Source: an optimization exercise on an open RTL-to-GDS flow (aim: small area and a short achievable clock period). Production flows keep margins and buffers that such runs may drop.
In this exercise RTL edits were held to simulation tests only and were not proved equivalent to the original.
Power is estimated from default activity; no workload was simulated.

// resa_subarray
module resa_subarray (
    input  wire         clk,
    input  wire         rst,
    input  wire [1:0]   dataflow_sel,
    input  wire         stationary_sel,
    input  wire [63:0]  array_ifmap_in,
    input  wire [63:0]  array_weight_in,
    input  wire [127:0] array_psum_in_v,
    input  wire [127:0] array_psum_in_h,
    output wire [63:0]  array_ifmap_out,
    output wire [63:0]  array_weight_out,
    output wire [127:0] array_psum_out_v,
    output wire [127:0] array_psum_out_h
);
    wire [127:0] psum_s;
    wire [27:0]  psum_g;
    sub_array u_array (
        .clk(clk),
        .rst(rst),
        .dataflow_sel(dataflow_sel),
        .stationary_sel(stationary_sel),
        .array_ifmap_in(array_ifmap_in),
        .array_weight_in(array_weight_in),
        .array_psum_in_v(array_psum_in_v),
        .array_psum_in_h(array_psum_in_h),
        .array_ifmap_out(array_ifmap_out),
        .array_weight_out(array_weight_out),
        .psum_s(psum_s),
        .psum_g(psum_g),
        .array_psum_out_h(array_psum_out_h)
    );
    genvar c;
    generate
        for (c = 0; c < 4; c = c + 1) begin: out
            cinc u_out (.s(psum_s[32*c +: 32]), .g(psum_g[7*c +: 7]),
                        .y(array_psum_out_v[32*c +: 32]));
        end
    endgenerate
endmodule
==> module sub_array, before the edit <==
module sub_array (
    input  wire         clk,
    input  wire         rst,
    input  wire [1:0]   dataflow_sel,
    input  wire         stationary_sel,
    input  wire [63:0]  array_ifmap_in,
    input  wire [63:0]  array_weight_in,
    input  wire [127:0] array_psum_in_v,
    input  wire [127:0] array_psum_in_h,
    output wire [63:0]  array_ifmap_out,
    output wire [63:0]  array_weight_out,
    output wire [127:0] psum_s,          
    output wire [27:0]  psum_g,          
    output wire [127:0] array_psum_out_h
);
    wire m_os  = (dataflow_sel == 2'b10);
    wire m_clr = (dataflow_sel == 2'b11);
    wire m_mac = ~dataflow_sel[1];
    wire ld_x0 = (dataflow_sel == 2'b00);
    reg [3:0] v0, v2;
    reg       lbv;
    reg [2:1] pv;
    wire [3:0] v0i = {v0[2:0], 1'b1};    
    wire [3:0] v2i = {v2[2:0], 1'b1};    
    wire lbv_n = lbv | stationary_sel;
    always @(posedge clk or posedge rst) begin
        if (rst) begin
            v0 <= 4'd0;
            v2 <= 4'd0;
            lbv <= 1'b0;
            pv <= 2'd0;
        end else begin
            v0 <= {4{m_os}} & v0i;
            v2 <= {4{~m_clr}} & v2i;
            lbv <= lbv_n;
            pv <= {2{m_mac}} & {pv[1], 1'b1};
        end
    end
    reg  [255:0] d0;             
    reg  [255:0] d2;             
    reg  [255:0] lb;             
    wire [255:0] x0, x2;         
    wire [255:0] lbn;            
    always @(posedge clk) begin
        d0 <= x0;
        d2 <= x2;
        lb <= lbn;
    end
    wire sum_ok   = m_mac & lbv;
    wire sel_keep = sum_ok & ~stationary_sel;
    wire sel_load = sum_ok & stationary_sel;
    wire sel_lb   = ~sum_ok;
    genvar r, c;
    generate
        for (r = 0; r < 4; r = r + 1) begin: row
            for (c = 0; c < 4; c = c + 1) begin: col
                if (c == 0) begin: w0
                    assign x0[16*(4*(r)+(c)) +: 16] = array_ifmap_in[16*r +: 16];
                end else begin: wn
                    assign x0[16*(4*(r)+(c)) +: 16] = d0[16*(4*(r)+(c-1)) +: 16];
                end
                if (r == 0) begin: n0
                    assign x2[16*(4*(r)+(c)) +: 16] = array_weight_in[16*c +: 16];
                end else begin: nn
                    assign x2[16*(4*(r)+(c)) +: 16] = d2[16*(4*(r-1)+(c)) +: 16];
                end
                wire ld_zero = ld_x0 ? ~v0i[c] : ~v2i[r];
                assign lbn[16*(4*(r)+(c)) +: 16] = stationary_sel ?
                    ((ld_x0 ? x0[16*(4*(r)+(c)) +: 16] : x2[16*(4*(r)+(c)) +: 16]) & {16{~ld_zero}}) :
                    lb[16*(4*(r)+(c)) +: 16];
            end
        end
        for (c = 0; c < 4; c = c + 1) begin: pcol
            reg  [15:0] a1;              
            reg  [16:0] a2;              
            reg  [17:0] s3;              
            reg  [31:0] pd1, pd2, pd3;   
            reg  [31:0] os;              
            reg  [6:0]  og;              
            wire [16:0] a2n = a1 + lb[16*(4*(1)+(c)) +: 16];
            wire [17:0] s3n = a2 + lb[16*(4*(2)+(c)) +: 16];
            wire [15:0] x0_3 = x0[16*(4*(3)+(c)) +: 16] & {16{v0i[c]}};
            wire [15:0] x2_3 = x2[16*(4*(3)+(c)) +: 16] & {16{v2[2]}};
            wire [17:0] s_keep = s3n + {2'b0, lb[16*(4*(3)+(c)) +: 16]};
            wire [17:0] s_load = s3n + {2'b0, ld_x0 ? x0_3 : x2_3};
            wire [17:0] s3m = ({18{sel_keep}} & s_keep) | ({18{sel_load}} & s_load) |
                              ({18{sel_lb}} & {2'b0, lbn[16*(4*(3)+(c)) +: 16]});
            wire s3_ok = ~m_clr & v2[1] & lbv_n;
            wire [31:0] ms;
            wire [6:0]  mg;
            mac_cs u_mac (.a(d2[16*(4*(2)+(c)) +: 16]), .b(s3), .p(pd3), .s(ms), .g(mg));
            always @(posedge clk) begin
                a1  <= lb[16*(4*(0)+(c)) +: 16] & {16{sum_ok}};
                a2  <= a2n & {17{sum_ok}};
                s3  <= s3m & {18{s3_ok}};
                pd1 <= array_psum_in_v[32*c +: 32];
                pd2 <= pd1;
                pd3 <= pd2 & {32{m_mac & pv[2]}};
            end
            always @(posedge clk or posedge rst) begin
                if (rst) begin
                    os <= 32'd0;
                    og <= 7'd0;
                end else begin
                    os <= ms & {32{m_mac}};
                    og <= mg & {7{m_mac}};
                end
            end
            assign psum_s[32*c +: 32] = os;
            assign psum_g[7*c +: 7] = og;
            assign array_weight_out[16*c +: 16] = d2[16*(4*(3)+(c)) +: 16] & {16{v2[3]}};
        end
        for (r = 0; r < 4; r = r + 1) begin: orow
            assign array_ifmap_out[16*r +: 16] = d0[16*(4*(r)+(3)) +: 16] & {16{v0[3]}};
        end
    endgenerate
    assign array_psum_out_h = array_psum_in_h;
endmodule
Settings: LEC_CHECK=0, CAP_MARGIN=20, CORE_MARGIN=2, CORE_UTILIZATION=60, PLACE_DENSITY=0.68, SETUP_SLACK_MARGIN=5.0, SLEW_MARGIN=20, SYNTH_HIERARCHICAL=1; clock period 10.0 ns.
run.sh (not shown) runs the stock make flow with config.mk's settings and CLKGATE_MAP_FILE= SYNTH_SCRIPT=/design/flow/synth_recipe.tcl, a recipe that flattens the netlist after the stock synthesis.
The baseline passed the timing, DRC and antenna checks.
Change:
--- a/flow/design.v
+++ b/flow/design.v
@@ -923,7 +923,7 @@
     wire m_clr = (dataflow_sel == 2'b11);
     wire m_mac = ~dataflow_sel[1];
     wire ld_x0 = (dataflow_sel == 2'b00);
-    reg [3:0] v0, v2;
+    reg [2:0] v0, v2;
     reg       lbv;
     reg [2:1] pv;
     wire [3:0] v0i = {v0[2:0], 1'b1};    
@@ -931,13 +931,13 @@
     wire lbv_n = lbv | stationary_sel;
     always @(posedge clk or posedge rst) begin
         if (rst) begin
-            v0 <= 4'd0;
-            v2 <= 4'd0;
+            v0 <= 3'd0;
+            v2 <= 3'd0;
             lbv <= 1'b0;
             pv <= 2'd0;
         end else begin
-            v0 <= {4{m_os}} & v0i;
-            v2 <= {4{~m_clr}} & v2i;
+            v0 <= {3{m_os}} & v0i[2:0];
+            v2 <= {3{~m_clr}} & v2i[2:0];
             lbv <= lbv_n;
             pv <= {2{m_mac}} & {pv[1], 1'b1};
         end
@@ -947,11 +947,22 @@
     reg  [255:0] lb;             
     wire [255:0] x0, x2;         
     wire [255:0] lbn;            
+    reg  [63:0]  o0;             
+    reg  [63:0]  o2;             
     always @(posedge clk) begin
         d0 <= x0;
         d2 <= x2;
         lb <= lbn;
     end
+    always @(posedge clk or posedge rst) begin
+        if (rst) begin
+            o0 <= 64'd0;
+            o2 <= 64'd0;
+        end else begin
+            o0 <= {x0[16*(4*(3)+(3)) +: 16], x0[16*(4*(2)+(3)) +: 16], x0[16*(4*(1)+(3)) +: 16], x0[16*(4*(0)+(3)) +: 16]} & {64{m_os & v0[2]}};
+            o2 <= {x2[16*(4*(3)+(3)) +: 16], x2[16*(4*(3)+(2)) +: 16], x2[16*(4*(3)+(1)) +: 16], x2[16*(4*(3)+(0)) +: 16]} & {64{~m_clr & v2[2]}};
+        end
+    end
     wire sum_ok   = m_mac & lbv;
     wire sel_keep = sum_ok & ~stationary_sel;
     wire sel_load = sum_ok & stationary_sel;
@@ -1014,10 +1025,10 @@
             end
             assign psum_s[32*c +: 32] = os;
             assign psum_g[7*c +: 7] = og;
-            assign array_weight_out[16*c +: 16] = d2[16*(4*(3)+(c)) +: 16] & {16{v2[3]}};
+            assign array_weight_out[16*c +: 16] = o2[16*c +: 16];
         end
         for (r = 0; r < 4; r = r + 1) begin: orow
-            assign array_ifmap_out[16*r +: 16] = d0[16*(4*(r)+(3)) +: 16] & {16{v0[3]}};
+            assign array_ifmap_out[16*r +: 16] = o0[16*r +: 16];
         end
     endgenerate
     assign array_psum_out_h = array_psum_in_h;
Outcome: Non-clock buffer count fell by 11. Via count fell by 0.43%. Final cell count fell by 1.4%. Setup slack barely changes. Die area hardly moves. First-iteration DRC count rose by 10%. Critical path depth fell by 1. Clock skew fell by 0.012 ns. Hold slack hardly moves. Combinational power fell by about 2%.

==> what the ideal ports hide <==
The flow's constraints put no driver on any port. The routed layouts listed below were extracted and timed again, unchanged, in two steps.
Step 1 (the two cells are an assumption about what drives the block):
set clk [get_ports {clk}]
set_driving_cell -lib_cell sky130_fd_sc_hd__clkbuf_16 $clk
set_driving_cell -lib_cell sky130_fd_sc_hd__buf_2 [delete_from_list [all_inputs] $clk]
Step 2 adds t to the input delays and takes it off the output delays; t is the mean of the earliest and latest rising clock arrival at the registers after step 1. Input paths then give back, and output paths get back, about the clock's delay inside the block.
Three values: ideal, step 1, step 2; two values: the first two.
run | t (ns) | slack for setup (ns) | hold slack, ns
the first run | 0.881 | 5.053 / 4.963 / 4.181 | 0.321 / 0.321 / 0.321
the second run | 0.890 | 5.051 / 4.957 / 4.257 | 0.319 / 0.319 / 0.319
After both steps every run listed still meets setup and hold. The setup slack of the first run, which loses most, moves by -0.090 ns with the drivers and by -0.872 ns with both steps.
